Background: an optimization exercise with open tools, aiming at small area. Do not read the settings as production practice. In this exercise RTL edits were held to simulation tests only and were not proved equivalent to the original. Power figures rest on the tool's default switching activity, not on a simulated workload.

## flow/flow/ripple_lcu.v

```verilog
(* techmap_celltype = "$lcu" *)
module _80_lcu_ripple (P, G, CI, CO);
	parameter WIDTH = 2;

	(* force_downto *)
	input [WIDTH-1:0] P, G;
	input CI;

	(* force_downto *)
	output [WIDTH-1:0] CO;

	genvar i;
	generate
		for (i = 0; i < WIDTH; i = i + 1) begin : g
			if (i == 0) begin : g0
				assign CO[0] = G[0] | (P[0] & CI);
			end else begin : gi
				assign CO[i] = G[i] | (P[i] & CO[i-1]);
			end
		end
	endgenerate
endmodule
```

## flow/config.mk

```make
export PLATFORM = sky130hd
export DESIGN_NAME = AudDSP
export DESIGN_NICKNAME = AudDSP
export VERILOG_FILES = /design/flow/design.v
export SDC_FILE = /design/flow/constraint.sdc
export NUM_CORES = 4
export LEC_CHECK = 0
export CAP_MARGIN = 10
export CORE_MARGIN = 2
export CORE_UTILIZATION = 40
export CTS_BUF_LIST = sky130_fd_sc_hd__clkbuf_8
export SLEW_MARGIN = 10
```

## flow/flow/area.script

```
strash
dc2
dc2
dch -f
amap
topo
dnsize
```

## flow/flow/match.py

```python
"""Give each flip-flop of a re-optimised netlist the instance name that the
standard synthesis gave the flip-flop driving the same Q net, and check that
both netlists hold the same flip-flops (same Q nets, same cell types).
usage: match.py STANDARD.v CUSTOM.v OUT.v ; exit status 1 when they differ."""
import re
import sys

FF = re.compile(r'^(\s*)(sky130_fd_sc_hd__(?:df|edf|sdf|dl)\w*)\s+(\\\S+\s|\S+)\s*\((.*?)\);', re.S | re.M)
QPIN = re.compile(r'\.Q\(\s*(\\\S+\s|[^\s()]+)\s*\)')


def ffs(text):
    out = {}
    for m in FF.finditer(text):
        cell, name, body = m.group(2), m.group(3).strip(), m.group(4)
        q = QPIN.search(body)
        if not q:
            sys.exit(f"no Q pin on {name}")
        net = q.group(1).strip()
        if net in out:
            sys.exit(f"two flip-flops drive {net}")
        out[net] = (name, cell, m)
    return out


std = open(sys.argv[1]).read()
cus = open(sys.argv[2]).read()
a, b = ffs(std), ffs(cus)
if set(a) != set(b):
    sys.exit(f"flip-flop Q nets differ: {sorted(set(a) ^ set(b))[:10]}")
for net in a:
    if a[net][1] != b[net][1]:
        sys.exit(f"cell type differs for {net}: {a[net][1]} vs {b[net][1]}")
names_std = {v[0] for v in a.values()}
if len(names_std) != len(a):
    sys.exit("duplicate flip-flop names in the standard netlist")
# every instance name in the custom netlist other than its flip-flops
others = set(re.findall(r'^\s*sky130_fd_sc_hd__\w+\s+(\\\S+\s|\S+)\s*\(', cus, re.M))
others = {o.strip() for o in others} - {v[0] for v in b.values()}
clash = names_std & others
for net in b:
    new, old = a[net][0], b[net][0]
    if new != old and not new.startswith('\\'):
        if re.search(r'(?<![\w$\\])' + re.escape(new) + r'(?![\w$])', cus):
            clash.add(new)
if clash:
    sys.exit(f"standard flip-flop names clash with other cells: {sorted(clash)[:5]}")
# rename, from the end so match offsets stay valid
edits = [(b[net][2], a[net][0]) for net in b]
edits.sort(key=lambda e: e[0].start(3), reverse=True)
out = cus
for m, new in edits:
    out = out[:m.start(3)] + new + ' ' + out[m.end(3):]
open(sys.argv[3], 'w').write(out)
renamed = sum(1 for net in b if b[net][0] != a[net][0])
print(f"{len(a)} flip-flops match; {renamed} renamed")
```

## flow/constraint.sdc

```tcl
create_clock -name core_clock -period 100.0 [get_ports {i_clk}]
set_input_delay 20.0000 -clock core_clock [delete_from_list [all_inputs] [get_ports {i_clk}]]
set_output_delay 20.0000 -clock core_clock [all_outputs]
set_load 0.01 [all_outputs]
```

## flow/flow/area2.script

```
strash
dch
amap
topo
dnsize
```

## flow/design.v

```verilog
module AudDSP (
    input i_rst_n,
    input i_clk,
    input i_start,
    input i_pause,
    input [2:0] i_speed,
    input i_is_slow,
    input i_slow_mode,
    input i_daclrck,
    input signed [15:0] i_sram_data,
    input [19:0] i_sram_stop_addr,
    output signed [15:0] o_dac_data,
    output o_en,
    output o_is_pause,
    output [19:0] o_sram_addr
);
    localparam S_IDLE  = 2'd0;
    localparam S_PAUSE = 2'd1;
    localparam S_PLAY  = 2'd2;
    localparam S_EMPTY = 2'd3;
    reg [1:0]  state_r;
    reg        is_play_r;      
    reg [19:0] addr_r;
    reg [15:0] o_data_r;
    reg [15:0] sram_data_r;
    reg [2:0]  speed_r;
    reg        is_slow_r;
    reg        slow_mode_r;
    reg [3:0]  slow_counter_r;
    reg [1:0]  get_data_counter_r;
    reg [15:0] sram_data_next_r;
    assign o_en = !i_daclrck;
    assign o_dac_data = o_data_r;
    assign o_sram_addr = addr_r;
    assign o_is_pause = !is_play_r;
    wire is_pause_r = !is_play_r;
    wire idle  = state_r == S_IDLE;
    wire pause = state_r == S_PAUSE;
    wire play  = state_r == S_PLAY;
    wire empty = state_r == S_EMPTY;
    wire play0 = play && get_data_counter_r == 2'd0;
    wire play2 = play && get_data_counter_r == 2'd2;
    wire play3 = play && get_data_counter_r == 2'd3;
    wire sc_zero = slow_counter_r == 4'd0;
    wire fetch   = !is_slow_r || sc_zero;
    reg [1:0] state_w;
    always @(*) begin
        case (state_r)
            S_IDLE:  state_w = i_start ? S_PAUSE : S_IDLE;
            S_PAUSE: state_w = is_pause_r ? S_PAUSE : S_PLAY;
            default: state_w = is_pause_r ? S_PAUSE : (i_daclrck ? S_PLAY : S_EMPTY);
        endcase
    end
    wire [3:0] addr_inc = !play0 ? 4'd0 : (is_slow_r ? {3'd0, sc_zero} : {1'b0, speed_r} + 4'd1);
    wire [19:0] temp_addr;
    wire [20:0] temp_c;      
    wire [20:0] gt_c;        
    assign temp_c[0] = 1'b0;
    assign gt_c[0] = 1'b0;
    genvar j;
    generate
        for (j = 0; j < 20; j = j + 1) begin : g_addr
            wire inc_j = (j < 4) ? addr_inc[j < 4 ? j : 0] : 1'b0;
            assign temp_addr[j] = addr_r[j] ^ inc_j ^ temp_c[j];
            assign temp_c[j+1] = (addr_r[j] & inc_j) | (temp_c[j] & (addr_r[j] ^ inc_j));
            assign gt_c[j+1] = (temp_addr[j] & !i_sram_stop_addr[j]) | (gt_c[j] & !(i_sram_stop_addr[j] & !temp_addr[j]));
        end
    endgenerate
    wire temp_cout = temp_c[20];
    wire temp_gt = gt_c[20];
    wire [19:0] addr_w = (temp_cout || temp_gt) ? 20'd0 : temp_addr;
    wire [15:0] interp;
    AudDSP_interp u_interp (
        .cur(sram_data_r), .nxt(sram_data_next_r),
        .k((is_slow_r && slow_mode_r) ? slow_counter_r : 4'd0),
        .sp(speed_r), .out(interp)
    );
    always @(posedge i_clk or negedge i_rst_n) begin
        if (!i_rst_n) begin
            state_r     <= S_IDLE;
            is_play_r   <= 1'b0;
            addr_r      <= 20'd0;
            o_data_r    <= 16'd0;
            sram_data_r <= 16'd0;
        end else begin
            state_r <= state_w;
            if (pause)                      is_play_r <= is_play_r || i_pause;
            else                            is_play_r <= is_play_r && !i_pause;
            addr_r <= addr_w;
            if (play3)                      o_data_r <= interp;
            if (play2 && fetch)             sram_data_r <= sram_data_next_r;
        end
    end
    always @(posedge i_clk) begin
        speed_r     <= i_speed;
        is_slow_r   <= i_is_slow;
        slow_mode_r <= i_slow_mode;
        if (pause || (play2 && fetch)) sram_data_next_r <= i_sram_data;
        if (!play) get_data_counter_r <= 2'd0;
        else if (get_data_counter_r != 2'd3) get_data_counter_r <= get_data_counter_r + 2'd1;
        if (pause) slow_counter_r <= 4'd0;
        else if (play && is_slow_r && i_daclrck)
            slow_counter_r <= (slow_counter_r == {1'b0, speed_r}) ? 4'd0 : slow_counter_r + 4'd1;
    end
endmodule
module AudDSP_interp (
    input  [15:0] cur,
    input  [15:0] nxt,
    input  [3:0]  k,
    input  [2:0]  sp,
    output [15:0] out
);
    wire [16:0] diff = {nxt[15], nxt} - {cur[15], cur};
    wire neg = diff[16];
    wire [3:0] sk = {4{diff[16]}} & k;
    wire [20:0] row0 = {3'd0, !sk[0], sk[0], diff[15:0] & {16{k[0]}}};
    wire [20:0] row1 = {3'd0, !sk[1], diff[15:0] & {16{k[1]}}, 1'd0};
    wire [20:0] row2 = {2'd0, !sk[2], diff[15:0] & {16{k[2]}}, 2'd0};
    wire [20:0] row3 = {1'd0, !sk[3], diff[15:0] & {16{k[3]}}, 3'd0};
    wire [20:0] sum1 = row0 + row1;
    wire [20:0] sum2 = sum1 + row2;
    wire [20:0] sum3 = sum2 + row3;
    wire [20:0] prod = {!sum3[20], sum3[19:0]};
    wire [2:0] rem [0:20];
    wire [15:0] quo;
    wire [2:0] nsp = ~sp;
    assign rem[20] = prod[20] ? sp : 3'd0;
    genvar i;
    generate
        for (i = 19; i >= 0; i = i - 1) begin : g_div
            wire [3:0] t = {rem[i+1], prod[i]};
            wire c0 = t[0] & nsp[0];
            wire c1 = (t[1] & nsp[1]) | (c0 & (t[1] | nsp[1]));
            wire c2 = (t[2] & nsp[2]) | (c1 & (t[2] | nsp[2]));
            wire q = t[3] | c2;
            assign rem[i] = {t[2] ^ (q & (nsp[2] ^ c1)), t[1] ^ (q & (nsp[1] ^ c0)), t[0] ^ (q & nsp[0])};
            if (i < 16) begin : g_q
                assign quo[i] = q;
            end
        end
    endgenerate
    wire round = neg & (rem[0] != 3'd0);
    assign out = cur + quo + {15'd0, round};
endmodule
```

## flow/standard.sh

```bash
#!/bin/bash
# synth_recipe.tcl (not shown) runs the flow's synth.tcl, then flattens the netlist and writes it again
# the make line also repeats each setting of config.mk as NAME=value (left out here)
make -C /OpenROAD-flow-scripts/flow DESIGN_CONFIG=/design/flow/config.mk WORK_HOME=/design/flow/orfs CLKGATE_MAP_FILE= SYNTH_SCRIPT=/design/flow/synth_recipe.tcl "${@:-finish}"
```

## flow/flow/run.sh

```bash
#!/bin/bash
# Layout flow: the standard layout, on a netlist whose combinational logic
# is mapped by ABC for area. The flip-flops are those of the standard
# synthesis, with the same names and cell types; when a re-mapped netlist does
# not keep them, the standard synthesis netlist is used.
set -uo pipefail
W=$(pwd)
F=$W/flow
R=orfs/results/$FLOW_PLATFORM/AudDSP/base

# 1. the standard synthesis (reference for the flip-flops)
bash standard.sh synth > $W/log_synth_standard.txt 2>&1 || exit 1
cp $R/1_2_yosys.v $W/netlist_standard.v
cp orfs/reports/$FLOW_PLATFORM/AudDSP/base/synth_stat.txt $W/stat_standard.txt
best=$W/netlist_standard.v
best_area=$(sed -n 's/.*Chip area for module.*: *//p' $W/stat_standard.txt | head -1)
echo "standard: $best_area" > $W/log_choice.txt

# 2. the same synthesis script with an area-oriented ABC script in place of
#    the final ABC call and ripple-carry adders in place of Kogge-Stone ones;
#    variants "noabc*" also skip the quick ABC pass of synth's fine step
sed 's|log_cmd abc {\*}\$abc_args|log_cmd abc -script $::env(MY_ABC_SCRIPT) {*}[lrange $abc_args 2 end]|' \
  $FLOW_HOME/scripts/synth.tcl > $W/synth_area.tcl
sed "s|source \$::env(SCRIPTS_DIR)/synth.tcl|source $W/synth_area.tcl|" $W/synth_recipe.tcl > $W/synth_recipe_area.tcl
for v in fast noabc noabc2; do
  extra=("SYNTH_OPERATIONS_ARGS=-extra-map $F/ripple_lcu.v")
  [[ $v == noabc* ]] && extra+=(SYNTH_ARGS=-noabc)
  script=$F/area.script
  [[ $v == noabc2 ]] && script=$F/area2.script
  MY_ABC_SCRIPT=$script make -C $FLOW_HOME DESIGN_CONFIG=$W/config.mk WORK_HOME=$W/synth_$v \
    CLKGATE_MAP_FILE= SYNTH_SCRIPT=$W/synth_recipe_area.tcl "${extra[@]}" synth > $W/log_synth_$v.txt 2>&1 || continue
  cr=$W/synth_$v/results/$FLOW_PLATFORM/AudDSP/base
  area=$(sed -n 's/.*Chip area for module.*: *//p' $W/synth_$v/reports/$FLOW_PLATFORM/AudDSP/base/synth_stat.txt | head -1)
  if python3 $F/match.py $W/netlist_standard.v $cr/1_2_yosys.v $W/netlist_$v.v > $W/log_match_$v.txt 2>&1; then
    echo "$v: $area" >> $W/log_choice.txt
    if python3 -c "import sys; sys.exit(0 if float('$area') < float('$best_area') else 1)"; then
      best=$W/netlist_$v.v; best_area=$area
    fi
  else
    echo "$v: $area (flip-flops differ, not used)" >> $W/log_choice.txt
  fi
done
echo "chosen: $best ($best_area)" >> $W/log_choice.txt

# 3. the standard layout of the chosen netlist; ports buffered with buf_1,
#    and no dummy loads on the clock tree
rm -rf orfs
bash standard.sh SYNTH_NETLIST_FILES=$best "BUFFER_PORTS_ARGS=-buffer_cell sky130_fd_sc_hd__buf_1" \
  "CTS_ARGS=-sink_clustering_enable -repair_clock_nets -buf_list sky130_fd_sc_hd__clkbuf_8 -dont_use_dummy_load" finish \
  > $W/log_layout.txt 2>&1
```

==> results of run 1 <==
-- where the power goes --
group          total (mW)  internal (mW)  switching (mW)
logic              0.0979         0.0357          0.0623
clock network      0.0199        0.00807          0.0118
registers          0.0477         0.0418         0.00587
-- per-layer routing --
| metal | up-vias | wire (um) | track usage |
|---|---|---|---|
| li1 | 3002 | - | - |
| met1 | 2610 | 7700 | 0.253 |
| met2 | 98 | 6710 | 0.272 |
| met3 | 13 | 762 | 0.0493 |
| met4 | 2 | 163 | 0.0321 |
| met5 | - | 13 | 0 |
-- critical path, delay by kind of cell, from the launching register on --
family	cells	cell delay [ps]
fa+ha+maj	38	16960
compound gates	62	14940
simple gates	51	5100
buf+inv	25	3100
flops	1	370
-- final cells by class --
type / count / area share
Tap cell: 225 / 0.0358
Inverter: 94 / 0.0449
Timing Repair Buffer: 93 / 0.0493
Clock buffer: 9 / 0.0157
Sequential cell: 82 / 0.264
Multi-Input combinational cell: 653 / 0.590
-- stage by stage --
stage	power, mW	utilization	setup WS, ps	hold WS, ps
floorplan	0.121	-	59910	459
global placement	0.146	0.448	59650	490
detailed placement	0.147	0.448	59430	492
CTS	0.167	0.455	59170	502
global route	0.182	0.455	54990	527
finish	0.165	0.455	59320	501
-- final timing paths --
check / start / endpoint / slack [ps]
worst max-delay path: sram_data_next_r[0] / o_data_r[15] / 59320
worst min-delay path: slow_counter_r[3] / slow_counter_r[3] / 500
worst max register to register: sram_data_next_r[0] / o_data_r[15] / 59320
worst min register to register: slow_counter_r[3] / slow_counter_r[3] / 500
max in group asynchronous: i_rst_n / o_data_r[11] / 79700
min in group asynchronous: i_rst_n / addr_r[12] / 19740
-- cells in the final DEF, fill, tap and decap left out, drive strengths merged, types with 2 or more instances in the layout --
cell type / instances
nor2: 222
clkinv: 94
buf: 92
fa: 81
o21ai: 75
a21oi: 67
nand2: 56
dfrtp: 55
ha: 30
nor2b: 22
a211oi: 20
o22a: 17
edfxtp: 16
dfxtp: 11
clkbuf: 10
nand3: 9
nor3: 6
o221ai: 6
a31oi: 6
a21boi: 5
o22ai: 5
a22oi: 5
o21a: 4
o211ai: 3
a21o: 2
a211o: 2
-- state kept, by name (all words and copies together) (netlist names), named ones only --
| signal | cells |
|---|---|
| addr_r | 20 |
| get_data_counter_r | 2 |
| is_slow_r | 1 |
| o_data_r | 16 |
| slow_counter_r | 4 |
| slow_mode_r | 1 |
| speed_r | 3 |
| sram_data_next_r | 16 |
| sram_data_r | 16 |
| state_r | 2 |
==> results.env, run 1 <==
FINAL-MAX-SLEW-VIOLATION-COUNT=0
TOTAL_LEAKAGE_POWER_nW=3.44
GRT.OVERFLOW.TOTAL=0
NUMCLOCKSINKS=82
CLKLATENCYLATEPIN_PS=390
ANTENNA-DIODE-COUNT=0
FINISH.INSTANCE_AREA_MM2=0.00787
WORST_IR_DROP_VDD_V=0.00000888
FINAL.MIN_CLOCK_PERIOD_PS=40680
CORE_AREA_MM2=0.0173
ROUTE.DETAILED.VIAS_PER_INST=4.95
SYN_INST_COUNT=829
GLOBALROUTETOTALUTIL=0.177
ROW_COUNT=48
GRT_SETUP_UNREPAIRED='false'
VERTICAL_EXTENT_OF_THE_DIE_UM=137
FINISH.CELL_COUNT_WITHOUT_FILLERS=1156
TRITONCTS='done'
GRT_PASS1_VIAS=5335
MAX_CAP_VIOL_COUNT=0
RUN_STATUS='timing/DRC/antenna clean'
DRTPASS1ITERATIONS=5
REMAINING_DRC_ERRORS=0
CTSHOLDBUFFERS=0
POSTCTSRESIZEDCELLS=0
STARTING_DENSITY=0.409
HOLD_DEPTH=2
IO_PINS=84
NNETSFINAL=1090
HOLD_VIOLATIONS=0
PLACED_CELLS_INCL_TAPS=1147
NUMCTSBUFFERS=9
TIMING.CRITICAL_PATH.TO_TYPE='register'
FILLER_CELL_COUNT=1754
DPL.HPWL_MM=11.8
FMAX_MHz=24.6
TIMING.CRITICAL_PATH.ARRIVAL_PS=40940
MAPPEDNETLISTNETS=986
POSTROUTEWIRELENGTH_MM=15.4
WORST_SLEW_PIN_SLEW_PS=907
RELSLEWSLACK=0.392
TIMING.CRITICAL_PATH.FROM_TYPE='register'
SYN_AVG_CELL_AREA_UM2=8.52
MAX_STAGE_DELAY_PS=610
CRITPATHREQUIREDTIME_PS=100250
GRT_FIRST_PASS_WIRELENGTH_MM=26.0
CRIT_TYPE='register to register'
WORST_HOLD_PATH_TYPE='register to register'
FIN_TNS_SETUP_PS=0
NETLIST_AREA_MM2=0.00707
CRITPATHSLOWESTCELL='fa_1'
DETAIL_ROUTE.ITER0.VIOLATIONS=233
SEQUENTIAL_CELL_AREA_MM2=0.00208
GLOBALPLACE.CONGESTION=0.789
DRIVE_ABOVE_1_SHARE=0.0236
DR_WL_CELL_UM=13.3
CRITICAL_PATH_PEAK_FANOUT=4
GRT_ANTENNA_BEFORE_REPAIR=1
FIN_CRIT_SHARE=0.407
CRITICAL-PATH-TOP-CELL-BY-COUNT='nor2_1'
FINAL.SETUP_SKEW_PS=43.4
GRT_MAX_DEGREE=59
YS_WARN_COUNT=0
REG2REG_PATH_DEPTH=176
HTREE_LEVELS=3
MULTI_INPUT_COMB_AREA_MM2=0.00464
VIAS=5725
DIE_AREA_MM2=0.0187
PORT_BUFFERS=83
CTS.ROOT.BUFFER_CELL='clkbuf_8'
CLK_PATH_BUF_DEPTH=2
DRTANTENNAVIOLNETS=0
AREAGROWTHSYNTHTOFINISH_PCT=11.3
CELLPOWERDENSITY_mW_PER_MM2=21.0
TIMING.FINAL.SETUP_VIOLATIONS=0
DIE_X_UM=137
PLACEDINSTANCEAREA_MM2=0.00774
CTS_SETUP_BUFFERS=0
CLK_PIN_SLEW_WORST_PATHS_PS=110
==> run 2, diff against run 1 <==
--- a/flow/flow/run.sh
+++ b/flow/flow/run.sh
@@ -19,17 +19,29 @@
 # 2. the same synthesis script with an area-oriented ABC script in place of
 #    the final ABC call and ripple-carry adders in place of Kogge-Stone ones;
-#    variants "noabc*" also skip the quick ABC pass of synth's fine step
+#    "noabc" variants also skip the quick ABC pass of synth's fine step.
+#    The variants run two at a time.
 sed 's|log_cmd abc {\*}\$abc_args|log_cmd abc -script $::env(MY_ABC_SCRIPT) {*}[lrange $abc_args 2 end]|' \
   $FLOW_HOME/scripts/synth.tcl > $W/synth_area.tcl
 sed "s|source \$::env(SCRIPTS_DIR)/synth.tcl|source $W/synth_area.tcl|" $W/synth_recipe.tcl > $W/synth_recipe_area.tcl
-for v in fast noabc noabc2; do
-  extra=("SYNTH_OPERATIONS_ARGS=-extra-map $F/ripple_lcu.v")
-  [[ $v == noabc* ]] && extra+=(SYNTH_ARGS=-noabc)
-  script=$F/area.script
-  [[ $v == noabc2 ]] && script=$F/area2.script
-  MY_ABC_SCRIPT=$script make -C $FLOW_HOME DESIGN_CONFIG=$W/config.mk WORK_HOME=$W/synth_$v \
-    CLKGATE_MAP_FILE= SYNTH_SCRIPT=$W/synth_recipe_area.tcl "${extra[@]}" synth > $W/log_synth_$v.txt 2>&1 || continue
+variants="fast_b8 noabc_b8 noabc_a5 noabc_d2 noabc_c3"
+run_variant() {
+  local v=$1
+  local extra=("SYNTH_OPERATIONS_ARGS=-extra-map $F/ripple_lcu.v")
+  [[ $v == noabc_* ]] && extra+=(SYNTH_ARGS=-noabc)
+  MY_ABC_SCRIPT=$F/area_${v#*_}.script make -C $FLOW_HOME DESIGN_CONFIG=$W/config.mk WORK_HOME=$W/synth_$v \
+    CLKGATE_MAP_FILE= SYNTH_SCRIPT=$W/synth_recipe_area.tcl "${extra[@]}" synth > $W/log_synth_$v.txt 2>&1
+}
+n=0
+for v in $variants; do
+  run_variant $v &
+  n=$((n + 1))
+  if (( n % 2 == 0 )); then wait; fi
+done
+wait
+for v in $variants; do
   cr=$W/synth_$v/results/$FLOW_PLATFORM/AudDSP/base
-  area=$(sed -n 's/.*Chip area for module.*: *//p' $W/synth_$v/reports/$FLOW_PLATFORM/AudDSP/base/synth_stat.txt | head -1)
+  st=$W/synth_$v/reports/$FLOW_PLATFORM/AudDSP/base/synth_stat.txt
+  [[ -f $cr/1_2_yosys.v && -f $st ]] || { echo "$v: failed" >> $W/log_choice.txt; continue; }
+  area=$(sed -n 's/.*Chip area for module.*: *//p' $st | head -1)
   if python3 $F/match.py $W/netlist_standard.v $cr/1_2_yosys.v $W/netlist_$v.v > $W/log_match_$v.txt 2>&1; then
     echo "$v: $area" >> $W/log_choice.txt
@@ -48,3 +60,8 @@
 bash standard.sh SYNTH_NETLIST_FILES=$best "BUFFER_PORTS_ARGS=-buffer_cell sky130_fd_sc_hd__buf_1" \
   "CTS_ARGS=-sink_clustering_enable -repair_clock_nets -buf_list sky130_fd_sc_hd__clkbuf_8 -dont_use_dummy_load" finish \
-  > $W/log_layout.txt 2>&1
+  > $W/log_layout.txt 2>&1 && [[ -s out/final.def ]] && exit 0
+
+# 4. if that layout failed, the standard layout as it is
+echo "layout of the chosen netlist failed; standard layout" >> $W/log_choice.txt
+rm -rf orfs out/final.def
+bash standard.sh finish > $W/log_layout_standard.txt 2>&1
==> flow/flow/area_a5.script (new file) <==
strash
dch
amap
topo
dnsize
==> flow/flow/area_b8.script (new file) <==
strash
dc2
dc2
dch -f
amap
topo
dnsize
==> flow/flow/area_c3.script (new file) <==
strash
dc2
dch -f
amap
strash
dc2
dch -f
amap
topo
dnsize
==> flow/flow/area_d2.script (new file) <==
strash
dc2
dc2
dc2
dch -f
amap
topo
dnsize
--- a/flow/config.mk
+++ b/flow/config.mk
@@ -10,3 +10,4 @@
 export CORE_UTILIZATION = 40
 export CTS_BUF_LIST = sky130_fd_sc_hd__clkbuf_8
+export GPL_TIMING_DRIVEN = 0
 export SLEW_MARGIN = 10
removed: flow/flow/area.script
removed: flow/flow/area2.script
==> results.env, run 2 <==
RUN_STATUS='timing/DRC/antenna clean'
CLOCK_POWER_SHARE=0.132  # +0.012
ROUTE.DETAILED.VIAS_PER_INST=5.05  # +1.9%
TIMING.CRITICAL_PATH.ARRIVAL_PS=40910  # -30 ps
NUMCLOCKSINKS=82  # unchanged
POSTCTSRESIZEDCELLS=0  # unchanged
IO_PINS=84  # unchanged
FINAL_COMMON_CELL='nor2_1'
FINAL.MIN_CLOCK_PERIOD_PS=40650  # -37.4 ps
POWER_REPORT.INTERNAL_TOTAL_mW=0.0784  # -8.3%
GLOBALPLACE.CONGESTION=0.790  # +0.15%
CRITICAL_PATH_PEAK_FANOUT=4  # unchanged
PRE_CTS_SLACK_PS=59420  # -7.50 ps
GRT.OVERFLOW.TOTAL=0  # unchanged
NUMCTSBUFFERS=9  # unchanged
PLACED_CELLS_INCL_TAPS=1129  # -1.6%
MAX_STAGE_DELAY_PS=590  # -20 ps
CELLPOWERDENSITY_mW_PER_MM2=19.1  # -9.2%
POSTROUTEWIRELENGTH_MM=15.2  # -0.96%
LARGEST_REGISTER_FF_COUNT=20  # unchanged
YS_WARN_COUNT=0  # unchanged
SYN_INST_COUNT=818  # -1.3%
GLOBALROUTETOTALUTIL=0.177  # about the same
HOLD_VIOLATIONS=0  # unchanged
ROW_COUNT=48  # unchanged
GRT_ANTENNA_BEFORE_REPAIR=0  # -1
FINAL-MAX-SLEW-VIOLATION-COUNT=0  # unchanged
REGISTER_WITH_THE_HIGHEST_FLOP_COUNT='addr_r'
CLKLATENCYLATEPIN_PS=390  # about the same
NETLIST_AREA_MM2=0.00701  # -0.74%
POWER.SEQUENTIAL.FRACTION=0.307  # +0.019
CTS.ROOT.BUFFER_CELL='clkbuf_8'
MOSTFREQUENTLAYOUTCELLS='186 x nor2_1, 96 x o21ai_0, 86 x clkinv_1'
CTS_SETUP_BUFFERS=0  # unchanged
STARTING_DENSITY=0.407  # -0.00163
WORST_IR_DROP_VDD_V=0.0000107  # +20%
CRIT_TYPE='register to register'
FIN_TNS_SETUP_PS=0  # unchanged
FIN_CRIT_SHARE=0.406  # about the same
RELSLEWSLACK=0.411  # +0.0190
TOTAL_LEAKAGE_POWER_nW=3.37  # -1.9%
CLK_PATH_BUF_DEPTH=2  # unchanged
GRT_MAX_DEGREE=58  # -1.7%
PORT_BUFFERS=83  # unchanged
TIMING.CRITICAL_PATH.FROM_TYPE='register'
CRITPATHREQUIREDTIME_PS=100270  # +20 ps
WORST_SLACK_PS=59350  # +37.4 ps
CLK_PIN_SLEW_WORST_PATHS_PS=110  # about the same
WORST_SLEW_PIN_SLEW_PS=878  # -28.4 ps
VERTICAL_EXTENT_OF_THE_DIE_UM=136  # -0.36%
GRT_FIRST_PASS_WIRELENGTH_MM=25.9  # -0.35%
TIMING.CRITICAL_PATH.TO_TYPE='register'
DIE_X_UM=136  # -0.36%
HTREE_LEVELS=3  # unchanged
FINISH.INSTANCE_AREA_MM2=0.00780  # -0.89%
CRITICAL-PATH-TOP-CELL-BY-COUNT='o21ai_0'
WORST_HOLD_PATH_TYPE='register to register'
CRITPATHSLOWESTCELL='fa_1'
TRITONCTS='done'
MAPPEDNETLISTNETS=975  # -1.1%
NET-SWITCHING-POWER_mW=0.0706  # -12%
POWER_SWITCHING_SHARE=0.474  # -0.00948
NNETSFINAL=1072  # -1.7%
DR_WL_CELL_UM=13.4  # +0.60%
FINISH.CELL_COUNT_WITHOUT_FILLERS=1138  # -1.6%
ANTENNA-DIODE-COUNT=0  # unchanged
DPL.HPWL_MM=12.0  # +1.4%
TOTAL_POWER_mW=0.149  # -10%
CORE_AREA_MM2=0.0172  # -0.35%
CTSHOLDBUFFERS=0  # unchanged
FIN_HOLD_WS_PS=489  # -11.3 ps
DIE_AREA_MM2=0.0186  # -0.72%
FINAL_CORE_UTIL=0.452  # -0.00248
DRTANTENNAVIOLNETS=0  # unchanged
MAX_CAP_VIOL_COUNT=0  # unchanged
GRT_SETUP_UNREPAIRED='false'
GRT_PASS1_VIAS=5477  # +2.7%
TIMING.FINAL.SETUP_VIOLATIONS=0  # unchanged
POWER.COMBINATIONAL.FRACTION=0.560  # -0.032
DRIVE_ABOVE_1_SHARE=0.0208  # -0.00282
DRTPASS1ITERATIONS=4  # -1
VIAS=5743  # +0.31%
PLACEDINSTANCEAREA_MM2=0.00767  # -0.91%
SYN_AVG_CELL_AREA_UM2=8.57  # +0.59%
FINAL.SETUP_SKEW_PS=37.9  # -5.57 ps
DETAIL_ROUTE.ITER0.VIOLATIONS=261  # +12%
AREAGROWTHSYNTHTOFINISH_PCT=11.1
REMAINING_DRC_ERRORS=0  # unchanged
FMAX_MHz=24.6  # about the same
## run 2: routing by layer
metal / track usage / routed length [um] / vias to the layer above / share of wire
li1: - / - / 2974 / -
met5: 0 / 0 / - / 0
met1: 0.249 / 7610 / 2670 / 0.50
met3: 0.0399 / 627 / 9 / 0.041
met2: 0.281 / 6860 / 90 / 0.45
met4: 0.0365 / 106 / 0 / 0.0070
## run 2: final cells by class
cell class	instances	area [um2]
clock buffer	9	124
fill	1697	9440
inverter	88	333
multi-input combinational	648	4620
sequential	82	2080
tap	225	282
timing repair buffer	86	363
## run 2: worst paths after layout
| kind | slack, ps | from | depth (start not counted) | endpoint |
|---|---|---|---|---|
| setup / recovery | 59350 | sram_data_next_r[0] | 172 | o_data_r[15] |
| hold / removal | 490 | get_data_counter_r[0] | 1 | get_data_counter_r[0] |
| setup reg to reg | 59350 | sram_data_next_r[0] | 172 | o_data_r[15] |
| hold reg to reg | 490 | get_data_counter_r[0] | 1 | get_data_counter_r[0] |
| max in group asynchronous | 79730 | i_rst_n | 2 | sram_data_r[4] |
| min in group asynchronous | 19650 | i_rst_n | 1 | sram_data_r[15] |
## run 2: worst max-delay path: cells and delay by family, from the launching register on
| family | cells | cell delay, ps |
|---|---|---|
| DFF | 1 | 360 |
| adders and majority gates | 38 | 16920 |
| AOI/OAI and AO/OA | 64 | 15210 |
| and+or+nand+nor | 49 | 5250 |
| buffers and inverters | 21 | 2740 |
## run 2: power by group through the flow
stage	logic (mW)	clock network [mW]	registers [mW]
2_1_floorplan	0.0622	0	0.0459
4_1_cts	0.0839	0.0205	0.0459
6_report	0.0835	0.0197	0.0458
5_1_grt	0.0962	0.0215	0.0468
3_5_place_dp	0.0838	0	0.0464
3_3_place_gp	0.0817	0	0.0466
==> run 3, diff against run 2 <==
--- a/flow/design.v
+++ b/flow/design.v
@@ -15,9 +15,9 @@
     output [19:0] o_sram_addr
 );
-    localparam S_IDLE  = 2'd0;
-    localparam S_PAUSE = 2'd1;
-    localparam S_PLAY  = 2'd2;
-    localparam S_EMPTY = 2'd3;
-    reg [1:0]  state_r;
+    localparam S_IDLE  = 3'b000;
+    localparam S_PAUSE = 3'b001;
+    localparam S_EMPTY = 3'b010;
+    localparam S_PLAY0 = 3'b100;
+    reg [2:0]  state_r;
     reg        is_play_r;      
     reg [19:0] addr_r;
@@ -28,5 +28,4 @@
     reg        slow_mode_r;
     reg [3:0]  slow_counter_r;
-    reg [1:0]  get_data_counter_r;
     reg [15:0] sram_data_next_r;
     assign o_en = !i_daclrck;
@@ -37,18 +36,18 @@
     wire idle  = state_r == S_IDLE;
     wire pause = state_r == S_PAUSE;
-    wire play  = state_r == S_PLAY;
-    wire empty = state_r == S_EMPTY;
-    wire play0 = play && get_data_counter_r == 2'd0;
-    wire play2 = play && get_data_counter_r == 2'd2;
-    wire play3 = play && get_data_counter_r == 2'd3;
+    wire play  = state_r[2];
+    wire play0 = state_r == 3'b100;
+    wire play2 = state_r == 3'b110;
+    wire play3 = state_r == 3'b111;
     wire sc_zero = slow_counter_r == 4'd0;
     wire fetch   = !is_slow_r || sc_zero;
-    reg [1:0] state_w;
+    reg [2:0] state_w;
     always @(*) begin
-        case (state_r)
-            S_IDLE:  state_w = i_start ? S_PAUSE : S_IDLE;
-            S_PAUSE: state_w = is_pause_r ? S_PAUSE : S_PLAY;
-            default: state_w = is_pause_r ? S_PAUSE : (i_daclrck ? S_PLAY : S_EMPTY);
-        endcase
+        if (idle)             state_w = i_start ? S_PAUSE : S_IDLE;
+        else if (is_pause_r)  state_w = S_PAUSE;
+        else if (pause)       state_w = S_PLAY0;
+        else if (!i_daclrck)  state_w = S_EMPTY;
+        else if (!play)       state_w = S_PLAY0;
+        else                  state_w = {1'b1, state_r[1:0] == 2'd3 ? 2'd3 : state_r[1:0] + 2'd1};
     end
     wire [3:0] addr_inc = !play0 ? 4'd0 : (is_slow_r ? {3'd0, sc_zero} : {1'b0, speed_r} + 4'd1);
@@ -97,6 +96,4 @@
         slow_mode_r <= i_slow_mode;
         if (pause || (play2 && fetch)) sram_data_next_r <= i_sram_data;
-        if (!play) get_data_counter_r <= 2'd0;
-        else if (get_data_counter_r != 2'd3) get_data_counter_r <= get_data_counter_r + 2'd1;
         if (pause) slow_counter_r <= 4'd0;
         else if (play && is_slow_r && i_daclrck)
--- a/flow/flow/run.sh
+++ b/flow/flow/run.sh
@@ -24,10 +24,19 @@
   $FLOW_HOME/scripts/synth.tcl > $W/synth_area.tcl
 sed "s|source \$::env(SCRIPTS_DIR)/synth.tcl|source $W/synth_area.tcl|" $W/synth_recipe.tcl > $W/synth_recipe_area.tcl
-variants="fast_b8 noabc_b8 noabc_a5 noabc_d2 noabc_c3"
+# Variant names: <mode>_<script>[_noha]; mode fast or noabc, script
+# flow/area_<script>.script, _noha keeps extract_fa from making half adders
+# (their cells are left out of this synthesis only).
+variants="noabc_b8_noha noabc_c3_noha noabc_d2_noha fast_b8_noha noabc_b8 noabc_d2"
+dont_use_noha="$(make -s -C $FLOW_HOME DESIGN_CONFIG=$W/config.mk WORK_HOME=$W/synth_probe print-DONT_USE_CELLS 2>/dev/null | sed -n 's/^DONT_USE_CELLS *[:=] *//p') sky130_fd_sc_hd__ha_1 sky130_fd_sc_hd__ha_2 sky130_fd_sc_hd__ha_4"
+echo "dont_use for _noha: $dont_use_noha" > $W/log_dont_use.txt
 run_variant() {
   local v=$1
+  local mode=${v%%_*}
+  local rest=${v#*_}
+  local script=${rest%%_*}
   local extra=("SYNTH_OPERATIONS_ARGS=-extra-map $F/ripple_lcu.v")
-  [[ $v == noabc_* ]] && extra+=(SYNTH_ARGS=-noabc)
-  MY_ABC_SCRIPT=$F/area_${v#*_}.script make -C $FLOW_HOME DESIGN_CONFIG=$W/config.mk WORK_HOME=$W/synth_$v \
+  [[ $mode == noabc ]] && extra+=(SYNTH_ARGS=-noabc)
+  [[ $v == *_noha ]] && extra+=("DONT_USE_CELLS=$dont_use_noha")
+  MY_ABC_SCRIPT=$F/area_$script.script make -C $FLOW_HOME DESIGN_CONFIG=$W/config.mk WORK_HOME=$W/synth_$v \
     CLKGATE_MAP_FILE= SYNTH_SCRIPT=$W/synth_recipe_area.tcl "${extra[@]}" synth > $W/log_synth_$v.txt 2>&1
 }
==> results.env, run 3 <==
TIMING.CRITICAL_PATH.ARRIVAL_PS=20440  # -20470 ps
DRIVE_ABOVE_1_SHARE=0.0207  # -0.000113
FINAL-MAX-SLEW-VIOLATION-COUNT=0  # unchanged
ROW_COUNT=47  # -2.1%
POSTROUTEWIRELENGTH_MM=16.6  # +9.0%
DRTPASS1ITERATIONS=5  # +1
DR_WL_CELL_UM=14.6  # +8.9%
SYN_AVG_CELL_AREA_UM2=8.27  # -3.5%
TRITONCTS='done'
GLOBALPLACE.CONGESTION=0.837  # +5.9%
VIAS=5921  # +3.1%
DIE_AREA_MM2=0.0180  # -3.1%
CLK_PATH_BUF_DEPTH=2  # unchanged
CORE_AREA_MM2=0.0166  # -3.8%
CLK_PIN_SLEW_WORST_PATHS_PS=70  # -40 ps
STARTING_DENSITY=0.409  # +0.00252
CTSHOLDBUFFERS=0  # unchanged
RELSLEWSLACK=0.220  # -0.191
FINISH.CELL_COUNT_WITHOUT_FILLERS=1139  # +0.088%
SUM_OF_MET2_WIRE_SEGMENT_LENGTHS_AFTER_DETAILED_ROUTING_MM=7.54  # +9.9%
NUMCTSBUFFERS=9  # unchanged
DPL.HPWL_MM=12.6  # +5.4%
GLOBALROUTETOTALUTIL=0.196  # +0.0193
CRITPATHREQUIREDTIME_PS=80000  # -20270 ps
FILLER_CELL_COUNT=1722  # +1.5%
SYN_INST_COUNT=821  # +0.37%
LARGEST_REGISTER_FF_COUNT=20  # unchanged
ROUTE.DETAILED.VIAS_PER_INST=5.20  # +3.0%
IO_PINS=84  # unchanged
WORST_HOLD_PATH_TYPE='register to register'
CLKLATENCYLATEPIN_PS=370  # -20 ps
TIMING.CRITICAL_PATH.FROM_TYPE='primary input'
FMAX_MHz=24.7  # +0.51%
GRT_PASS1_VIAS=5657  # +3.3%
PLACED_CELLS_INCL_TAPS=1129  # unchanged
HOLD_VIOLATIONS=0  # unchanged
VERTICAL_EXTENT_OF_THE_DIE_UM=134  # -1.6%
GRT_SETUP_UNREPAIRED='false'
DRTANTENNAVIOLNETS=0  # unchanged
NUMCLOCKSINKS=81  # -1.2%
CELLPOWERDENSITY_mW_PER_MM2=31.7  # +66%
NETLIST_AREA_MM2=0.00679  # -3.2%
TOTAL_LEAKAGE_POWER_nW=3.01  # -11%
WORST_IR_DROP_VDD_V=0.0000166  # +55%
MAX_STAGE_DELAY_PS=180  # -410 ps
FINAL.SETUP_SKEW_PS=28.0  # -9.88 ps
POSTCTSRESIZEDCELLS=0  # unchanged
CRITICAL_PATH_PEAK_FANOUT=4  # unchanged
RUN_STATUS='timing/DRC/antenna clean'
FINAL_COMMON_CELL='nor2_1'
CTS_SETUP_BUFFERS=0  # unchanged
GRT_ANTENNA_BEFORE_REPAIR=1  # +1
TIMING.CRITICAL_PATH.TO_TYPE='primary output'
CRITPATHSLOWESTCELL='buf_1'
CRITICAL-PATH-TOP-CELL-BY-COUNT='buf_1'
NNETSFINAL=1047  # -2.3%
MAX_CAP_VIOL_COUNT=0  # unchanged
DIE_X_UM=134  # -1.6%
ROUTED.TOP_LAYER='met4'
WORST_SLEW_PIN_SLEW_PS=1170  # +290 ps
FINAL.MIN_CLOCK_PERIOD_PS=40440  # -205 ps
REG2REG_SLACK_PS=60180  # +830 ps
FIN_CRIT_SHARE=0.404  # -0.00205
TIMING.FINAL.SETUP_VIOLATIONS=0  # unchanged
CTS.ROOT.BUFFER_CELL='clkbuf_8'
MAPPEDNETLISTNETS=948  # -2.8%
GRT.OVERFLOW.TOTAL=0  # unchanged
AREAGROWTHSYNTHTOFINISH_PCT=11.6
MOSTFREQUENTLAYOUTCELLS='214 x nor2_1, 109 x clkinv_1, 100 x a21oi_1'
CRITICAL_PATH.CELL_CHAIN='buf_1 > clkinv_1 > buf_1'
MET1_ROUTED_WIRELENGTH_AFTER_DETAILED_ROUTING_MM=8.05  # +5.8%
PORT_BUFFERS=83  # unchanged
ROUTED-WL-MET3_UM=707  # +13%
FIN_TNS_SETUP_PS=0  # unchanged
GRT_FIRST_PASS_WIRELENGTH_MM=28.0  # +8.1%
YS_WARN_COUNT=0  # unchanged
HTREE_LEVELS=3  # unchanged
REMAINING_DRC_ERRORS=0  # unchanged
DETAIL_ROUTE.ITER0.VIOLATIONS=316  # +21%
GRT_MAX_DEGREE=44  # -24%
CRIT_TYPE='primary input to primary output'
REGISTER_WITH_THE_HIGHEST_FLOP_COUNT='addr_r'
run 3: cell count changes in the layout (fill, tap and decap cells not counted), moves of 15 or more:
cell / previous run / this run
a21oi_1: 65 / 100
a22o_1: 15 / 0
clkinv_1: 86 / 109
ha_1: 30 / 0
nand2_1: 69 / 41
nor2_1: 186 / 214
nor2b_1: 18 / 3
o21ai_0: 96 / 65
o22a_1: 2 / 18
run 3: final timing paths:
path / from / endpoint / cells past startpoint
min in group asynchronous: i_rst_n / addr_r[19] / 1
max in group asynchronous: i_rst_n / sram_data_r[14] / 2
min reg2reg: o_data_r[6] / o_data_r[6] / 1
max: i_daclrck / o_en / 3
max reg2reg: sram_data_r[0] / o_data_r[15] / 175
min: o_data_r[6] / o_data_r[6] / 1
run 3: layout make-up:
cell class | instances | area (um2) | share of cell area
inverter | 110 | 413 | 0.0545
timing repair buffer | 88 | 374 | 0.0494
antenna | 1 | 2.50 | 0.000330
tap | 220 | 275 | 0.0363
clock buffer | 9 | 124 | 0.0163
multi-input combinational | 630 | 4330 | 0.571
sequential | 81 | 2060 | 0.272
run 3: through the flow:
stage,instance area [um2],hold slack [ps],worst slack (ps),util,power [mW]
floorplan,6790,500,59880,-,0.180
global placement,7380,492,59540,0.445,0.222
detailed placement,7450,496,59570,0.449,0.223
CTS,7580,514,59560,0.457,0.243
global route,7580,535,56130,0.457,0.270
finish,7580,507,59560,0.457,0.240
run 3: metal layers:
metal	vias up	track usage
li1	3024	-
met1	2756	0.282
met2	126	0.309
met3	15	0.0321
met4	0	0.0544
met5	-	0
run 3: report_power, final:
group | internal [mW] | leakage, nW | switching [mW] | total (mW)
clock | 0.00807 | 0.0647 | 0.0114 | 0.0195
sequential | 0.0467 | 0.923 | 0.0108 | 0.0576
combinational | 0.0634 | 2.02 | 0.0995 | 0.163
run 3: critical path: cells and delay by family:
kind     cells  cell delay [ps]
buf+inv      3              440
==> run 4, diff against run 3 <==
--- a/flow/design.v
+++ b/flow/design.v
@@ -108,20 +108,42 @@
     output [15:0] out
 );
-    wire [16:0] diff = {nxt[15], nxt} - {cur[15], cur};
+    genvar i, j;
+    wire [16:0] diff;
+    wire [16:0] dc;
+    assign dc[0] = 1'b1;
+    generate
+        for (i = 0; i < 16; i = i + 1) begin : g_sub
+            wire a = nxt[i];
+            wire b = !cur[i];
+            assign diff[i] = a ^ b ^ dc[i];
+            assign dc[i+1] = (a & b) | (dc[i] & (a ^ b));
+        end
+    endgenerate
+    assign diff[16] = nxt[15] ^ !cur[15] ^ dc[16];
     wire neg = diff[16];
-    wire [3:0] sk = {4{diff[16]}} & k;
-    wire [20:0] row0 = {3'd0, !sk[0], sk[0], diff[15:0] & {16{k[0]}}};
-    wire [20:0] row1 = {3'd0, !sk[1], diff[15:0] & {16{k[1]}}, 1'd0};
-    wire [20:0] row2 = {2'd0, !sk[2], diff[15:0] & {16{k[2]}}, 2'd0};
-    wire [20:0] row3 = {1'd0, !sk[3], diff[15:0] & {16{k[3]}}, 3'd0};
-    wire [20:0] sum1 = row0 + row1;
-    wire [20:0] sum2 = sum1 + row2;
-    wire [20:0] sum3 = sum2 + row3;
-    wire [20:0] prod = {!sum3[20], sum3[19:0]};
+    wire [20:0] acc [0:3];
+    assign acc[0] = {3'd0, !(diff[16] & k[0]), diff[16] & k[0], diff[15:0] & {16{k[0]}}};
+    generate
+        for (j = 1; j < 4; j = j + 1) begin : g_row
+            wire [20:0] row = {{(4 - j){1'b0}}, !(diff[16] & k[j]), diff[15:0] & {16{k[j]}}, {j{1'b0}}};
+            wire [21:0] c;
+            wire [20:0] s;
+            assign c[j] = 1'b0;
+            for (i = j; i < 17 + j; i = i + 1) begin : g_bit
+                assign s[i] = acc[j-1][i] ^ row[i] ^ c[i];
+                assign c[i+1] = (acc[j-1][i] & row[i]) | (c[i] & (acc[j-1][i] ^ row[i]));
+            end
+            if (j < 3) begin : g_mid
+                assign acc[j] = {{(3 - j){1'b0}}, c[17 + j], s[16 + j:j], acc[j-1][j-1:0]};
+            end else begin : g_last
+                assign acc[j] = {!c[20], s[19:3], acc[2][2:0]};
+            end
+        end
+    endgenerate
+    wire [20:0] prod = acc[3];
     wire [2:0] rem [0:20];
     wire [15:0] quo;
     wire [2:0] nsp = ~sp;
     assign rem[20] = prod[20] ? sp : 3'd0;
-    genvar i;
     generate
         for (i = 19; i >= 0; i = i - 1) begin : g_div
@@ -137,5 +159,11 @@
         end
     endgenerate
-    wire round = neg & (rem[0] != 3'd0);
-    assign out = cur + quo + {15'd0, round};
+    wire [16:0] oc;
+    assign oc[0] = neg & (rem[0] != 3'd0);
+    generate
+        for (i = 0; i < 16; i = i + 1) begin : g_add
+            assign out[i] = cur[i] ^ quo[i] ^ oc[i];
+            assign oc[i+1] = (cur[i] & quo[i]) | (oc[i] & (cur[i] ^ quo[i]));
+        end
+    endgenerate
 endmodule
--- a/flow/flow/run.sh
+++ b/flow/flow/run.sh
@@ -27,5 +27,5 @@
 # flow/area_<script>.script, _noha keeps extract_fa from making half adders
 # (their cells are left out of this synthesis only).
-variants="noabc_b8_noha noabc_c3_noha noabc_d2_noha fast_b8_noha noabc_b8 noabc_d2"
+variants="noabc_b8_noha noabc_e1_noha noabc_e2_noha noabc_c3_noha noabc_d2_noha noabc_b8"
 dont_use_noha="$(make -s -C $FLOW_HOME DESIGN_CONFIG=$W/config.mk WORK_HOME=$W/synth_probe print-DONT_USE_CELLS 2>/dev/null | sed -n 's/^DONT_USE_CELLS *[:=] *//p') sky130_fd_sc_hd__ha_1 sky130_fd_sc_hd__ha_2 sky130_fd_sc_hd__ha_4"
 echo "dont_use for _noha: $dont_use_noha" > $W/log_dont_use.txt
==> flow/flow/area_e1.script (new file) <==
strash
&get -n
&deepsyn -T 60
&put
dc2
dch -f
amap
topo
dnsize
==> flow/flow/area_e2.script (new file) <==
strash
&get -n
&dc2
&dc2
&dch -f
&put
amap
topo
dnsize
--- a/flow/flow/match.py
+++ b/flow/flow/match.py
@@ -6,5 +6,5 @@
 import sys
 
-FF = re.compile(r'^(\s*)(sky130_fd_sc_hd__(?:df|edf|sdf|dl)\w*)\s+(\\\S+\s|\S+)\s*\((.*?)\);', re.S | re.M)
+FF = re.compile(r'^(\s*)(sky130_fd_sc_hd__(?:df|edf|sdf|sedf|dl(?!y))\w*)\s+(\\\S+\s|\S+)\s*\((.*?)\);', re.S | re.M)
 QPIN = re.compile(r'\.Q\(\s*(\\\S+\s|[^\s()]+)\s*\)')
 
==> results.env, run 4 <==
ROUTE.DETAILED.VIAS_PER_INST=5.06  # -2.6%
GRT_UTIL_MET2=0.274  # -0.0343
POWER_REPORT.INTERNAL_TOTAL_mW=0.109  # -7.6%
DIE_AREA_MM2=0.0179  # -0.77%
GRT.OVERFLOW.TOTAL=0  # unchanged
SYN_AVG_CELL_AREA_UM2=8.36  # +1.1%
WORST_HOLD_STARTPOINT='o_data_r[14]'
ANTENNA-DIODE-COUNT=0  # -1
WORST_SLEW_PIN_SLEW_PS=834  # -334 ps
STARTING_DENSITY=0.408  # -0.00180
GRT_MAX_DEGREE=42  # -4.5%
DIE_X_UM=134  # -0.38%
TIMING.FINAL.SETUP_VIOLATIONS=0  # unchanged
MAPPEDNETLISTNETS=933  # -1.6%
MAX_CAP_VIOL_COUNT=0  # unchanged
RELSLEWSLACK=0.444  # +0.223
GLOBALROUTETOTALUTIL=0.182  # -0.0146
CLOCK_POWER_SHARE=0.085  # +0.004
RUN_STATUS='timing/DRC/antenna clean'
VIAS=5663  # -4.4%
CRITICAL-PATH-TOP-CELL-BY-COUNT='nor2_1'
YS_WARN_COUNT=0  # unchanged
FIN_CRIT_SHARE=0.410  # +0.00607
TIMING.CRITICAL_PATH.TO_TYPE='register'
GRT_SETUP_UNREPAIRED='false'
CORE_AREA_MM2=0.0165  # -0.35%
FIN_TNS_SETUP_PS=0  # unchanged
MAX_STAGE_DELAY_PS=590  # +410 ps
SYN_INST_COUNT=806  # -1.8%
NUMCLOCKSINKS=81  # unchanged
CRITPATHREQUIREDTIME_PS=100290  # +20290 ps
HTREE_LEVELS=3  # unchanged
LARGEST_REGISTER_FF_COUNT=20  # unchanged
NET-SWITCHING-POWER_mW=0.109  # -10%
DPL.HPWL_MM=12.3  # -2.3%
WHS_ENDPOINT='o_data_r[14]'
POWER.SEQUENTIAL.FRACTION=0.244  # +0.004
WORSTREG2REGEND='o_data_r[15]'
REGISTER_WITH_THE_HIGHEST_FLOP_COUNT='addr_r'
GRT_FIRST_PASS_WIRELENGTH_MM=25.8  # -8.0%
CTSHOLDBUFFERS=0  # unchanged
REG2REG_SLACK_PS=58950  # -1230 ps
CELLPOWERDENSITY_mW_PER_MM2=29.2  # -7.7%
CRITPATHSLOWESTCELL='fa_1'
NUMCTSBUFFERS=9  # unchanged
CTS.ROOT.BUFFER_CELL='clkbuf_8'
FINAL.MIN_CLOCK_PERIOD_PS=41050  # +607 ps
DRIVE_ABOVE_1_SHARE=0.0178  # -0.00290
DRTPASS1ITERATIONS=5  # unchanged
M1_GR_USAGE=0.268  # -0.0141
FINAL_CORE_UTIL=0.453  # -0.00436
POSTROUTEWIRELENGTH_MM=15.1  # -8.7%
AREAGROWTHSYNTHTOFINISH_PCT=11.1
FIN_HOLD_WS_PS=492  # -14.4 ps
REG2REG_FROM='sram_data_r[0]'
FINAL.SETUP_SKEW_PS=20.8  # -7.20 ps
CRIT_TYPE='register to register'
POWER_SWITCHING_SHARE=0.500  # -0.00730
GRT_ANTENNA_BEFORE_REPAIR=0  # -1
TIMING.CRITICAL_PATH.ARRIVAL_PS=41330  # +20890 ps
FINAL_COMMON_CELL='nor2_1'
HOLD_VIOLATIONS=0  # unchanged
HOLD_DEPTH=1  # unchanged
FMAX_MHz=24.4  # -1.5%
WORST_IR_DROP_VDD_V=0.0000129  # -22%
CLK_PATH_BUF_DEPTH=2  # unchanged
WORST_HOLD_PATH_TYPE='register to register'
FILLER_CELL_COUNT=1638  # -4.9%
REMAINING_DRC_ERRORS=0  # unchanged
ROW_COUNT=47  # unchanged
FINAL-MAX-SLEW-VIOLATION-COUNT=0  # unchanged
NETLIST_AREA_MM2=0.00674  # -0.79%
DRTANTENNAVIOLNETS=0  # unchanged
DETAIL_ROUTE.ITER0.VIOLATIONS=288  # -8.9%
NNETSFINAL=1028  # -1.8%
TRITONCTS='done'
PORT_BUFFERS=83  # unchanged
CRITICAL_PATH_PEAK_FANOUT=5  # +1
TOTAL_LEAKAGE_POWER_nW=3.20  # +6.3%
DR_WL_CELL_UM=13.5  # -7.1%
GRT_PASS1_VIAS=5229  # -7.6%
CLKLATENCYLATEPIN_PS=370  # about the same
GLOBAL_ROUTE.PEAK_USAGE_LAYER='met2'
TIMING.CRITICAL_PATH.FROM_TYPE='register'
POSTCTSRESIZEDCELLS=0  # unchanged
GLOBALPLACE.CONGESTION=0.831  # -0.75%
VERTICAL_EXTENT_OF_THE_DIE_UM=134  # -0.38%
MOSTFREQUENTLAYOUTCELLS='228 x nor2_1, 97 x clkinv_1, 92 x o21ai_0'
IO_PINS=84  # unchanged
CTS_SETUP_BUFFERS=0  # unchanged
CLK_PIN_SLEW_WORST_PATHS_PS=60  # about the same
REG2REG_PATH_DEPTH=205  # +17%
GRTUSAGEMET3=0.0344  # +0.00227
POWER.COMBINATIONAL.FRACTION=0.671  # -0.008
==> run 4: changes by cell type in the layout (fill, tap and decap cells not counted), sizes merged, moves of 14 or more <==
cell,delta
a211oi,-16
a21oi,-57
a22o,+15
nand2,+19
nor2,+14
o21ai,+28
o22a,-14
o22ai,-15
==> run 4: final cells by class <==
| type | instances | area [um2] | share of cell area |
|---|---|---|---|
| Tap cell | 220 | 275 | 0.0368 |
| Multi-Input combinational cell | 628 | 4320 | 0.578 |
| Sequential cell | 81 | 2060 | 0.276 |
| Inverter | 97 | 364 | 0.0487 |
| Timing Repair Buffer | 84 | 333 | 0.0445 |
| Clock buffer | 9 | 124 | 0.0166 |
==> run 4: worst max-delay path by stage <==
stage	to	from
6_report	o_data_r[15]	sram_data_r[0]
3_5_place_dp	o_data_r[15]	sram_data_r[0]
5_1_grt	o_data_r[15]	sram_data_r[0]
3_3_place_gp	o_data_r[15]	sram_data_r[0]
2_1_floorplan	o_en	i_daclrck
4_1_cts	o_data_r[15]	sram_data_r[0]
==> run 4: per-layer routing <==
metal  part of all wire  up-vias
met5                  0        -
met3              0.041        9
met2               0.45       95
met1               0.50     2653
li1                   -     2906
met4             0.0098        0
==> run 4: power groups by stage <==
stage	Combinational, mW	Sequential, mW	Clock [mW]
after floorplan	0.106	0.0541	0
final	0.147	0.0533	0.0186
after CTS	0.148	0.0535	0.0196
after global placement	0.146	0.0542	0
after detailed placement	0.147	0.0542	0
after global routing	0.168	0.0550	0.0209
==> run 4: worst max-delay path, delay by kind of cell (launching register included) <==
kind | cells | cell delay, ps
simple gates | 78 | 9420
flops | 1 | 400
fa+ha+maj | 37 | 15390
buf+inv | 15 | 2080
compound gates | 75 | 13640
==> run 4: metrics by stage <==
step	setup slack (ps)	total power [mW]	std cells	area (um2)
2_1_floorplan	59880	0.160	806	6740
4_1_cts	58560	0.221	1119	7480
3_5_place_dp	58670	0.201	1110	7360
5_1_grt	54510	0.244	1119	7480
3_3_place_gp	58690	0.200	1109	7320
6_report	58950	0.218	1119	7480
==> run 5, diff against run 4 <==
--- a/flow/design.v
+++ b/flow/design.v
@@ -51,14 +51,15 @@
         else                  state_w = {1'b1, state_r[1:0] == 2'd3 ? 2'd3 : state_r[1:0] + 2'd1};
     end
-    wire [3:0] addr_inc = !play0 ? 4'd0 : (is_slow_r ? {3'd0, sc_zero} : {1'b0, speed_r} + 4'd1);
+    wire [2:0] addr_add = (play0 && !is_slow_r) ? speed_r : 3'd0;
+    wire       addr_cin = play0 && fetch;
     wire [19:0] temp_addr;
     wire [20:0] temp_c;      
     wire [20:0] gt_c;        
-    assign temp_c[0] = 1'b0;
+    assign temp_c[0] = addr_cin;
     assign gt_c[0] = 1'b0;
     genvar j;
     generate
         for (j = 0; j < 20; j = j + 1) begin : g_addr
-            wire inc_j = (j < 4) ? addr_inc[j < 4 ? j : 0] : 1'b0;
+            wire inc_j = (j < 3) ? addr_add[j < 3 ? j : 0] : 1'b0;
             assign temp_addr[j] = addr_r[j] ^ inc_j ^ temp_c[j];
             assign temp_c[j+1] = (addr_r[j] & inc_j) | (temp_c[j] & (addr_r[j] ^ inc_j));
--- a/flow/flow/run.sh
+++ b/flow/flow/run.sh
@@ -20,5 +20,6 @@
 #    the final ABC call and ripple-carry adders in place of Kogge-Stone ones;
 #    "noabc" variants also skip the quick ABC pass of synth's fine step.
-#    The variants run two at a time.
+#    The variants run three at a time. area_s<N> scripts run ABC's deepsyn
+#    with random seed N before mapping.
 sed 's|log_cmd abc {\*}\$abc_args|log_cmd abc -script $::env(MY_ABC_SCRIPT) {*}[lrange $abc_args 2 end]|' \
   $FLOW_HOME/scripts/synth.tcl > $W/synth_area.tcl
@@ -27,7 +28,9 @@
 # flow/area_<script>.script, _noha keeps extract_fa from making half adders
 # (their cells are left out of this synthesis only).
-variants="noabc_b8_noha noabc_e1_noha noabc_e2_noha noabc_c3_noha noabc_d2_noha noabc_b8"
+variants="noabc_s51_noha noabc_e4_noha noabc_s3_noha noabc_s7_noha noabc_s11_noha noabc_s23_noha noabc_s37_noha noabc_s77_noha noabc_s91_noha noabc_b8_noha noabc_b8"
 dont_use_noha="$(make -s -C $FLOW_HOME DESIGN_CONFIG=$W/config.mk WORK_HOME=$W/synth_probe print-DONT_USE_CELLS 2>/dev/null | sed -n 's/^DONT_USE_CELLS *[:=] *//p') sky130_fd_sc_hd__ha_1 sky130_fd_sc_hd__ha_2 sky130_fd_sc_hd__ha_4"
 echo "dont_use for _noha: $dont_use_noha" > $W/log_dont_use.txt
+# without the platform's own list, leave the _noha variants out
+if (( $(echo $dont_use_noha | wc -w) < 10 )); then variants="noabc_b8"; fi
 run_variant() {
   local v=$1
@@ -45,5 +48,5 @@
   run_variant $v &
   n=$((n + 1))
-  if (( n % 2 == 0 )); then wait; fi
+  if (( n % 3 == 0 )); then wait; fi
 done
 wait
==> flow/flow/area_e4.script (new file) <==
strash
&get -n
&deepsyn -T 60
&put
&get -n
&deepsyn -T 60
&put
dch -f
amap
topo
dnsize
==> flow/flow/area_s11.script (new file) <==
strash
&get -n
&deepsyn -S 11 -T 60
&put
dc2
dch -f
amap
topo
dnsize
==> flow/flow/area_s23.script (new file) <==
strash
&get -n
&deepsyn -S 23 -T 60
&put
dc2
dch -f
amap
topo
dnsize
==> flow/flow/area_s3.script (new file) <==
strash
&get -n
&deepsyn -S 3 -T 60
&put
dc2
dch -f
amap
topo
dnsize
==> flow/flow/area_s37.script (new file) <==
strash
&get -n
&deepsyn -S 37 -T 60
&put
dc2
dch -f
amap
topo
dnsize
==> flow/flow/area_s51.script (new file) <==
strash
&get -n
&deepsyn -S 51 -T 60
&put
dc2
dch -f
amap
topo
dnsize
==> flow/flow/area_s7.script (new file) <==
strash
&get -n
&deepsyn -S 7 -T 60
&put
dc2
dch -f
amap
topo
dnsize
==> flow/flow/area_s77.script (new file) <==
strash
&get -n
&deepsyn -S 77 -T 60
&put
dc2
dch -f
amap
topo
dnsize
==> flow/flow/area_s91.script (new file) <==
strash
&get -n
&deepsyn -S 91 -T 60
&put
dc2
dch -f
amap
topo
dnsize
removed: flow/flow/area_a5.script
removed: flow/flow/area_c3.script
removed: flow/flow/area_d2.script
removed: flow/flow/area_e1.script
removed: flow/flow/area_e2.script
==> results.env, run 5 <==
RUN_STATUS='timing/DRC/antenna clean'
GRT.OVERFLOW.TOTAL=0  # unchanged
DR_WL_CELL_UM=13.7  # +1.3%
NNETSFINAL=987  # -4.0%
FIN_HOLD_WS_PS=502  # +9.62 ps
TIMING.FINAL.SETUP_VIOLATIONS=0  # unchanged
DRTANTENNAVIOLNETS=0  # unchanged
FIN_TNS_SETUP_PS=0  # unchanged
GRTUSAGEMET3=0.0327  # -0.00171
POWER.COMBINATIONAL.FRACTION=0.648  # -0.023
CPLARGESTDELAYFAMILY='buffers and inverters'
CRITICAL-PATH-TOP-CELL-BY-COUNT='buf_1'
CRITPATHSLOWESTCELL='buf_1'
GRT_ANTENNA_BEFORE_REPAIR=0  # unchanged
POWER_SWITCHING_SHARE=0.494  # -0.00630
WORST_HOLD_STARTPOINT='o_data_r[13]'
GLOBAL_ROUTE.PEAK_USAGE_LAYER='met2'
DRIVE_ABOVE_1_SHARE=0.0140  # -0.00381
LARGEST_REGISTER_FF_COUNT=20  # unchanged
CORE_AREA_MM2=0.0159  # -3.5%
REG2REG_FROM='sram_data_r[0]'
MAX_CAP_VIOL_COUNT=0  # unchanged
DPL.HPWL_MM=12.0  # -2.9%
NUMCLOCKSINKS=81  # unchanged
ANTENNA-DIODE-COUNT=0  # unchanged
GRT_MAX_DEGREE=32  # -24%
GRT_PASS1_VIAS=5041  # -3.6%
BEGINNING_OF_THE_CRITICAL_PATH='i_daclrck'
ROUTE.DETAILED.VIAS_PER_INST=5.06  # about the same
CRITICAL_PATH_PEAK_FANOUT=3  # -2
REMAINING_DRC_ERRORS=0  # unchanged
CLOCK_POWER_SHARE=0.089  # +0.004
HTREE_LEVELS=3  # unchanged
GRT_SETUP_UNREPAIRED='false'
DRTPASS1ITERATIONS=4  # -1
YS_WARN_COUNT=0  # unchanged
SYN_AVG_CELL_AREA_UM2=8.59  # +2.7%
MAPPEDNETLISTNETS=892  # -4.4%
FIN_CRIT_SHARE=0.403  # -0.00709
STARTING_DENSITY=0.412  # +0.00436
VIAS=5434  # -4.0%
NET-SWITCHING-POWER_mW=0.102  # -6.7%
FMAX_MHz=24.8  # +1.8%
TOTAL_LEAKAGE_POWER_nW=3.01  # -5.7%
GRT_UTIL_MET2=0.263  # -0.0113
DETAIL_ROUTE.ITER0.VIOLATIONS=296  # +2.8%
CTS_SETUP_BUFFERS=0  # unchanged
PORT_BUFFERS=83  # unchanged
WORST_HOLD_PATH_TYPE='register to register'
FINAL_COMMON_CELL='nor2_1'
M1_GR_USAGE=0.256  # -0.0117
TIMING.CRITICAL_PATH.FROM_TYPE='primary input'
POSTROUTEWIRELENGTH_MM=14.7  # -2.8%
FINISH.CELL_COUNT_WITHOUT_FILLERS=1074  # -4.0%
CLK_PIN_SLEW_WORST_PATHS_PS=60  # about the same
DIE_AREA_MM2=0.0175  # -2.4%
HOLD_VIOLATIONS=0  # unchanged
TRITONCTS='done'
ROW_COUNT=46  # -2.1%
FINAL.MIN_CLOCK_PERIOD_PS=40340  # -709 ps
POWER_REPORT.INTERNAL_TOTAL_mW=0.104  # -4.3%
VERTICAL_EXTENT_OF_THE_DIE_UM=132  # -1.2%
POSTCTSRESIZEDCELLS=0  # unchanged
FINAL-MAX-SLEW-VIOLATION-COUNT=0  # unchanged
CLKLATENCYLATEPIN_PS=370  # about the same
PLACED_CELLS_INCL_TAPS=1065  # -4.1%
GLOBALROUTETOTALUTIL=0.175  # -0.00632
GLOBALPLACE.CONGESTION=0.816  # -1.7%
DIE_X_UM=132  # -1.2%
CRITICAL_PATH.CELL_CHAIN='buf_1 > clkinv_1 > buf_1'
FINAL.SETUP_SKEW_PS=29.6  # +8.87 ps
MAX_STAGE_DELAY_PS=140  # -450 ps
MOSTFREQUENTLAYOUTCELLS='185 x nor2_1, 103 x clkinv_1, 82 x buf_1'
NUMCTSBUFFERS=9  # unchanged
TIMING.CRITICAL_PATH.ARRIVAL_PS=20340  # -20990 ps
POWER.SEQUENTIAL.FRACTION=0.263  # +0.019
CELLPOWERDENSITY_mW_PER_MM2=28.3  # -3.2%
BUFS_AND_INVS_ON_WORST_PATH=3  # -12
CLK_PATH_BUF_DEPTH=2  # unchanged
TIMING.CRITICAL_PATH.TO_TYPE='primary output'
CTS.ROOT.BUFFER_CELL='clkbuf_8'
AREAGROWTHSYNTHTOFINISH_PCT=11.1  # about the same
SYN_INST_COUNT=765  # -5.1%
RELSLEWSLACK=0.240  # -0.204
CRITPATHREQUIREDTIME_PS=80000  # -20290 ps
WORST_IR_DROP_VDD_V=0.0000128  # -0.87%
WORST_SLEW_PIN_SLEW_PS=1140  # +305 ps
NETLIST_AREA_MM2=0.00657  # -2.5%
REGISTER_WITH_THE_HIGHEST_FLOP_COUNT='addr_r'
GRT_FIRST_PASS_WIRELENGTH_MM=24.8  # -4.0%
CTSHOLDBUFFERS=0  # unchanged
CRIT_TYPE='primary input to primary output'
IO_PINS=84  # unchanged
## run 5: changes by cell type in the layout (fill, tap and decap cells not counted), sizes merged, moves of 5 or more
cell    previous run  this run
nor2             229       185
o21ai             93        73
o22ai              7        25
a21o              15         1
o31a              12         0
o221ai             2        10
clkinv            97       103
a211oi             4         9
nand2             60        65
xor2               5         0
## run 5: final timing paths
| check | cells after the start | endpoint | slack, ps |
|---|---|---|---|
| max reg2reg | 162 | o_data_r[15] | 61120 |
| min in group asynchronous | 1 | addr_r[11] | 19650 |
| max | 3 | o_en | 59660 |
| max in group asynchronous | 2 | sram_data_r[13] | 79720 |
| min | 1 | o_data_r[13] | 500 |
| min reg2reg | 1 | o_data_r[13] | 500 |
## run 5: routing by layer
layer	up-vias	wire, um
met5	-	0
met4	0	247
met3	18	554
met2	99	6520
met1	2519	7390
li1	2798	-
## run 5: power by group through the flow
stage / clock network [mW] / logic (mW) / registers [mW]
6_report: 0.0184 / 0.134 / 0.0543
5_1_grt: 0.0208 / 0.151 / 0.0560
4_1_cts: 0.0194 / 0.135 / 0.0545
3_5_place_dp: 0 / 0.135 / 0.0552
3_3_place_gp: 0 / 0.133 / 0.0548
2_1_floorplan: 0 / 0.0950 / 0.0550
## run 5: layout make-up
cell class                 count  area, um2
fill                        1592       8640
multi-input combinational    581       4120
clock buffer                   9        124
inverter                     103        387
timing repair buffer          84        333
sequential                    81       2060
tap                          216        270
## run 5: per-stage QoR
stage / util / power (mW) / setup slack (ps) / instance area [um2]
detailed placement: 0.450 / 0.190 / 59660 / 7180
floorplan: - / 0.150 / 59920 / 6570
finish: 0.458 / 0.206 / 59660 / 7300
CTS: 0.458 / 0.209 / 59660 / 7300
global placement: 0.449 / 0.188 / 59660 / 7150
global route: 0.458 / 0.228 / 57550 / 7300

==> static timing again, ports no longer ideal <==
The flow's constraints put no driver on any port. The routed layouts listed below were extracted and timed again, unchanged, in two steps.
Step 1, drivers: a clkbuf_16 drives i_clk and a buf_2 each remaining input, both assumed.
Step 2 also shifts input and output timing later by t, the mid clock arrival at the registers, as if the neighbouring blocks saw the same clock.
Three values: no drivers, after step 1, after step 2; two values: the first two.
run	t, ns	setup WS [ns]	worst setup path after step 2	worst register clock-pin slew, ns	pins driven straight from the clock port
run 1	0.403	59.316 / 59.316 / 59.316	register to register	0.11 / 0.11	1
run 2	0.405	59.353 / 59.353 / 59.353	register to register	0.11 / 0.11	1
run 3	0.401	59.558 / 59.526 / 59.526	input to output	0.10 / 0.10	1
run 4	0.394	58.951 / 58.951 / 58.951	register to register	0.09 / 0.09	1
run 5	0.389	59.661 / 59.638 / 59.638	input to output	0.09 / 0.09	1
After both steps every run listed still meets setup and hold. For run 3, which loses most, drivers alone change the setup slack by -0.032 ns; drivers and shift together by -0.032 ns.
